What follows belongs to an exercise in optimizing a design on an open flow for small area; a production flow would make more cautious choices.
The RTL was checked by simulation tests, not by an equivalence proof against the original design.

red:
## top
module top
  (
    input clk,
    input rstn,
    input en,
    input [15 : 0] xin,
    output y
  );
  integer i;
  function [23 : 0] add24;
    input [23 : 0] a;
    input [23 : 0] b;
    input ci;
    integer k;
    reg c;
    begin
      c = ci;
      for (k = 0; k < 24; k = k + 1)
      begin
        add24[k] = a[k] ^ b[k] ^ c;
        c = (a[k] & b[k]) | (c & (a[k] ^ b[k]));
      end
    end
  endfunction
  function geu16;
    input [15 : 0] a;
    input [15 : 0] b;
    integer k;
    reg c;
    begin
      c = 1'b1;
      for (k = 0; k < 16; k = k + 1)
        c = (a[k] & ~b[k]) | (c & (a[k] | ~b[k]));
      geu16 = c;
    end
  endfunction
  function ges16;
    input [15 : 0] a;
    input [15 : 0] b;
    begin
      ges16 = geu16({~a[15], a[14 : 0]}, {~b[15], b[14 : 0]});
    end
  endfunction
  function [23 : 0] sx16;
    input [15 : 0] a;
    begin
      sx16 = {{8{a[15]}}, a};
    end
  endfunction
  reg [5 : 0] vcnt;
  wire vld1 = |vcnt;
  wire vld6 = vcnt[5] | vcnt[4] | vcnt[3] | (vcnt[2] & vcnt[1]);
  wire vld12 = vcnt[5] | vcnt[4] | (vcnt[3] & vcnt[2]);
  wire vld16 = vcnt[5] | vcnt[4];
  wire vld29 = vcnt[5] | (vcnt[4] & vcnt[3] & vcnt[2] & (vcnt[1] | vcnt[0]));
  wire vld32 = vcnt[5];
  reg [15 : 0] lx [0 : 11];
  reg [15 : 0] ly0_r, ly1_r;
  wire [15 : 0] ly0 = vld1 ? ly0_r : 16'd0;
  wire [15 : 0] ly1 = vld1 ? ly1_r : 16'd0;
  wire [15 : 0] lx0 = vld1 ? lx[0] : 16'd0;
  wire [15 : 0] lx5 = vld6 ? lx[5] : 16'd0;
  wire [15 : 0] lx11 = vld12 ? lx[11] : 16'd0;
  wire [23 : 0] yl_a = add24({7'd0, ~ly0[15], ly0[14 : 0], 1'b0}, {8'd0, ~lx0[15], lx0[14 : 0]}, 1'b0);
  wire [23 : 0] yl_b = add24(yl_a, {8'd0, ~lx11[15], lx11[14 : 0]}, 1'b0);
  ...
export LEC_CHECK = 0
export ABC_AREA = 1
export CAP_MARGIN = 20
export CORE_MARGIN = 2
export CORE_UTILIZATION = 65
export CTS_CLUSTER_DIAMETER = 80
export CTS_CLUSTER_SIZE = 28
export SLEW_MARGIN = 20
create_clock -name core_clock -period 80.0 [get_ports {clk}]
standard.sh (not shown) runs the stock make flow with config.mk's settings and CLKGATE_MAP_FILE= SYNTH_SCRIPT=/design/flow/synth_recipe.tcl, a recipe that flattens the netlist after the stock synthesis.
==> flow/flow/run.sh <==
#!/bin/bash
# Standard layout, except that synthesis maps the logic with an area-oriented
# ABC script (flow/abc_area.script).  Yosys, its register handling and every
# later step are the standard ones: synthesis runs with a copy of the ORFS
# scripts folder that differs only in abc_area.script, and the remaining
# steps run with the stock scripts.
set -euo pipefail
here=$(pwd)
rm -rf "$here/synth_scripts"
cp -r "$FLOW_HOME/scripts" "$here/synth_scripts"
cp "$here/flow/abc_area.script" "$here/synth_scripts/abc_area.script"
SCRIPTS_DIR="$here/synth_scripts" bash standard.sh synth > "$here/synth.log" 2>&1
bash standard.sh > "$here/layout.log" 2>&1
==> flow/flow/abc_area.script <==
strash
dc2
dch -f
amap -m -F 2 -A 8
topo
stime -c
Having completed the whole flow, red delivered a layout that passed the timing, DRC and antenna checks.
For orange, these inputs were changed with respect to red:
Settings: CTS_CLUSTER_SIZE now 32, was 28; CTS_CLUSTER_DIAMETER now 70, was 80.
| area added between synthesis and finish | higher: orange |
Sequential fraction of total cell area: orange vs red down 0.91 points
Route | orange vs red | wire longer in orange
Re async set-or-reset flop fraction in the synthesized netlist: no difference whatsoever between red and orange.


top, a different RTL version from the one above (not shown whole).
For scale: ~8200 cells after synthesis, roughly 20 I/O pins, ~94000 µm² of cells after synthesis.
## top
module top
  (
    input clk,
    input rstn,
    input en,
    input [15 : 0] xin,
    output y
  );
Settings: LEC_CHECK=0, ABC_AREA=1, CAP_MARGIN=20, CORE_MARGIN=2, CORE_UTILIZATION=65, CTS_BUF_LIST=sky130_fd_sc_hd__clkbuf_4, SLEW_MARGIN=20; clock period 80.0 ns.
run.sh (not shown) runs the stock make flow with config.mk's settings and CLKGATE_MAP_FILE= SYNTH_SCRIPT=/design/flow/synth_recipe.tcl, a recipe that flattens the netlist after the stock synthesis.
Stock flow here: none of the scripts above is used.
The starting point went through all stages and came out clean.
Change:
- CTS_BUF_LIST: sky130_fd_sc_hd__clkbuf_4 -> unset
What happened:
- non-clock buffer count is unchanged
- sequential share of layout area is about the same
- global-route usage grows by 0.28 points
- fmax barely changes
- critical path depth stays the same
- worst hold slack improved by 0.067 ns
- clock-buffer cell count shrinks by 506
- cell count shrinks by 4.9%


top, a different RTL version from the one above (not shown whole).
Size in the first run: roughly 1800 flip-flops, ~20 I/O pins, roughly 86000 sq um of cells after synthesis.
==> flow/design.v (excerpt) <==
module top
  (
    input clk,
    input rstn,
    input en,
    input [15 : 0] xin,
    output y
  );
  integer i;
  function [23 : 0] add24;
    input [23 : 0] a;
    input [23 : 0] b;
    input ci;
    integer k;
    reg c;
    begin
      c = ci;
      for (k = 0; k < 24; k = k + 1)
      begin
        add24[k] = a[k] ^ b[k] ^ c;
        c = (a[k] & b[k]) | (c & (a[k] ^ b[k]));
      end
    end
  endfunction
  function geu16;
    input [15 : 0] a;
    input [15 : 0] b;
    integer k;
    reg c;
    begin
      c = 1'b1;
      for (k = 0; k < 16; k = k + 1)
        c = (a[k] & ~b[k]) | (c & (a[k] | ~b[k]));
      geu16 = c;
    end
  endfunction
  function ges16;
    input [15 : 0] a;
    input [15 : 0] b;
    begin
      ges16 = geu16({~a[15], a[14 : 0]}, {~b[15], b[14 : 0]});
    end
  endfunction
  function [23 : 0] sx16;
    input [15 : 0] a;
    begin
      sx16 = {{8{a[15]}}, a};
    end
  endfunction
  reg [5 : 0] vcnt;
  wire vld1 = |vcnt;
  wire vld6 = vcnt[5] | vcnt[4] | vcnt[3] | (vcnt[2] & vcnt[1]);
  wire vld12 = vcnt[5] | vcnt[4] | (vcnt[3] & vcnt[2]);
  wire vld16 = vcnt[5] | vcnt[4];
  ...
export LEC_CHECK = 0
export ABC_AREA = 1
export CAP_MARGIN = 20
export CORE_MARGIN = 2
export CORE_UTILIZATION = 65
export CTS_CLUSTER_DIAMETER = 100
export CTS_CLUSTER_SIZE = 20
export SLEW_MARGIN = 20
create_clock -name core_clock -period 80.0 [get_ports {clk}]
standard.sh (not shown) runs the stock make flow with config.mk's settings and CLKGATE_MAP_FILE= SYNTH_SCRIPT=/design/flow/synth_recipe.tcl, a recipe that flattens the netlist after the stock synthesis.
Scripts as last shown in full above: flow/flow/run.sh, flow/flow/abc_area.script
Edit:
==> flow/flow/abc_area.script (replaced) <==
strash
dc2
dch -f
amap -m -F 2 -A 8
topo
stime -c
buffer -c
upsize -c
dnsize -c
Outcome:
- maximum frequency climbs by 12%
- core utilization stays flat
- via count went up by 0.44%
- design area climbs by 0.55%
- flip-flop and latch count is unchanged
- clock-buffer cell count climbs by 35
- setup slack gains 4.2 ns
Edit:
==> flow/flow/abc_area.script (replaced) <==
strash
dc2
dch -f
amap
topo
stime -c
buffer -c
upsize -c
dnsize -c
=> The new run completed with no timing, DRC or antenna violations. Worst setup slack gets better by 0.26 ns.


Setup of lane 1:
top, a different RTL version from the one above (not shown whole).
Size in the first run: roughly 5800 cells after synthesis, ~1800 flip-flops, about 20 I/O pins, ~84000 sq um of cells after synthesis.
==> flow/config.mk <==
export PLATFORM = sky130hd
export DESIGN_NAME = top
export DESIGN_NICKNAME = top
export VERILOG_FILES = /design/flow/design.v
export SDC_FILE = /design/flow/constraint.sdc
export NUM_CORES = 4
export LEC_CHECK = 0
export ABC_AREA = 1
export CAP_MARGIN = 20
export CORE_MARGIN = 2
export CORE_UTILIZATION = 80
export CTS_CLUSTER_DIAMETER = 90
export CTS_CLUSTER_SIZE = 24
export SLEW_MARGIN = 20
==> flow/constraint.sdc <==
create_clock -name core_clock -period 80.0 [get_ports {clk}]
set_input_delay 16.0000 -clock core_clock [delete_from_list [all_inputs] [get_ports {clk}]]
set_output_delay 16.0000 -clock core_clock [all_outputs]
set_load 0.01 [all_outputs]
==> flow/flow/abc_area.script <==
strash
dc2
dch -f
amap -m -F 2 -A 8
topo
stime -c
Scripts as last shown in full above: flow/flow/run.sh
No stage failed in lane 1, and the final checks on the layout all came back clean.
diff inputs: lane 1 => lane 2
- a change of CORE_UTILIZATION from 80 to 65
Re proportion of cell area occupied by registers: lane 2 is 0.39 points down on lane 1. | clock period minus worst slack | lane 2 vs lane 1 | 2.50 ns lower |. Relative to lane 1, lane 2 degrades final-layout worst hold slack. | number of buffers outside the clock class in the layout | lane 2 vs lane 1 | 4 higher |. Lane 2 vs. lane 1: clock tree buffer count of the final layout moved down; register-to-register slack moved up. On multi-input gate area in the final layout, lane 1 tracks lane 2 almost exactly. Re final count of hold timing violations: no difference whatsoever between lane 2 and lane 1.

## separate check: timing with driven ports
No port has a modelled driver above. Below, the same layouts with a new extraction and two added sets of constraints. Step 1 assumes that a clkbuf_16 drives the clock port and a buf_2 every other input. Step 2 also shifts input and output timing later by t, the mid clock arrival at the registers, as if the neighbouring blocks saw the same clock. Three values: ideal ports, drivers, drivers and shift; two values: the first two.
run | shift t [ns] | setup WS [ns] | clock arrival spread, ns | slew at the worst register clock pin (ns)
red | 0.802 | 40.582 / 40.582 / 40.582 | 0.037 / 0.038 | 0.11 / 0.11
orange | 0.806 | 40.665 / 40.665 / 40.665 | 0.079 / 0.079 | 0.11 / 0.11
the first run of note 2 | 1.323 | 46.650 / 46.564 / 46.564 | 0.175 / 0.175 | 0.08 / 0.08
the second run of note 2 | 0.895 | 46.601 / 46.514 / 46.514 | 0.061 / 0.061 | 0.07 / 0.07
the first run of note 3 | 0.795 | 42.147 / 42.147 / 42.147 | 0.043 / 0.043 | 0.10 / 0.10
the second run of note 3 | 0.793 | 46.343 / 46.307 / 46.307 | 0.049 / 0.050 | 0.10 / 0.10
the third run of note 3 | 0.807 | 46.604 / 46.525 / 46.525 | 0.061 / 0.061 | 0.10 / 0.10
lane 1 | 0.794 | 39.565 / 39.565 / 39.565 | 0.059 / 0.059 | 0.11 / 0.11
lane 2 | 0.807 | 42.066 / 42.066 / 42.066 | 0.087 / 0.086 | 0.11 / 0.11
After both steps every run listed still meets setup and hold. The setup slack of the second run of note 2, which loses most, moves by -0.087 ns with the drivers and by -0.087 ns with both steps.
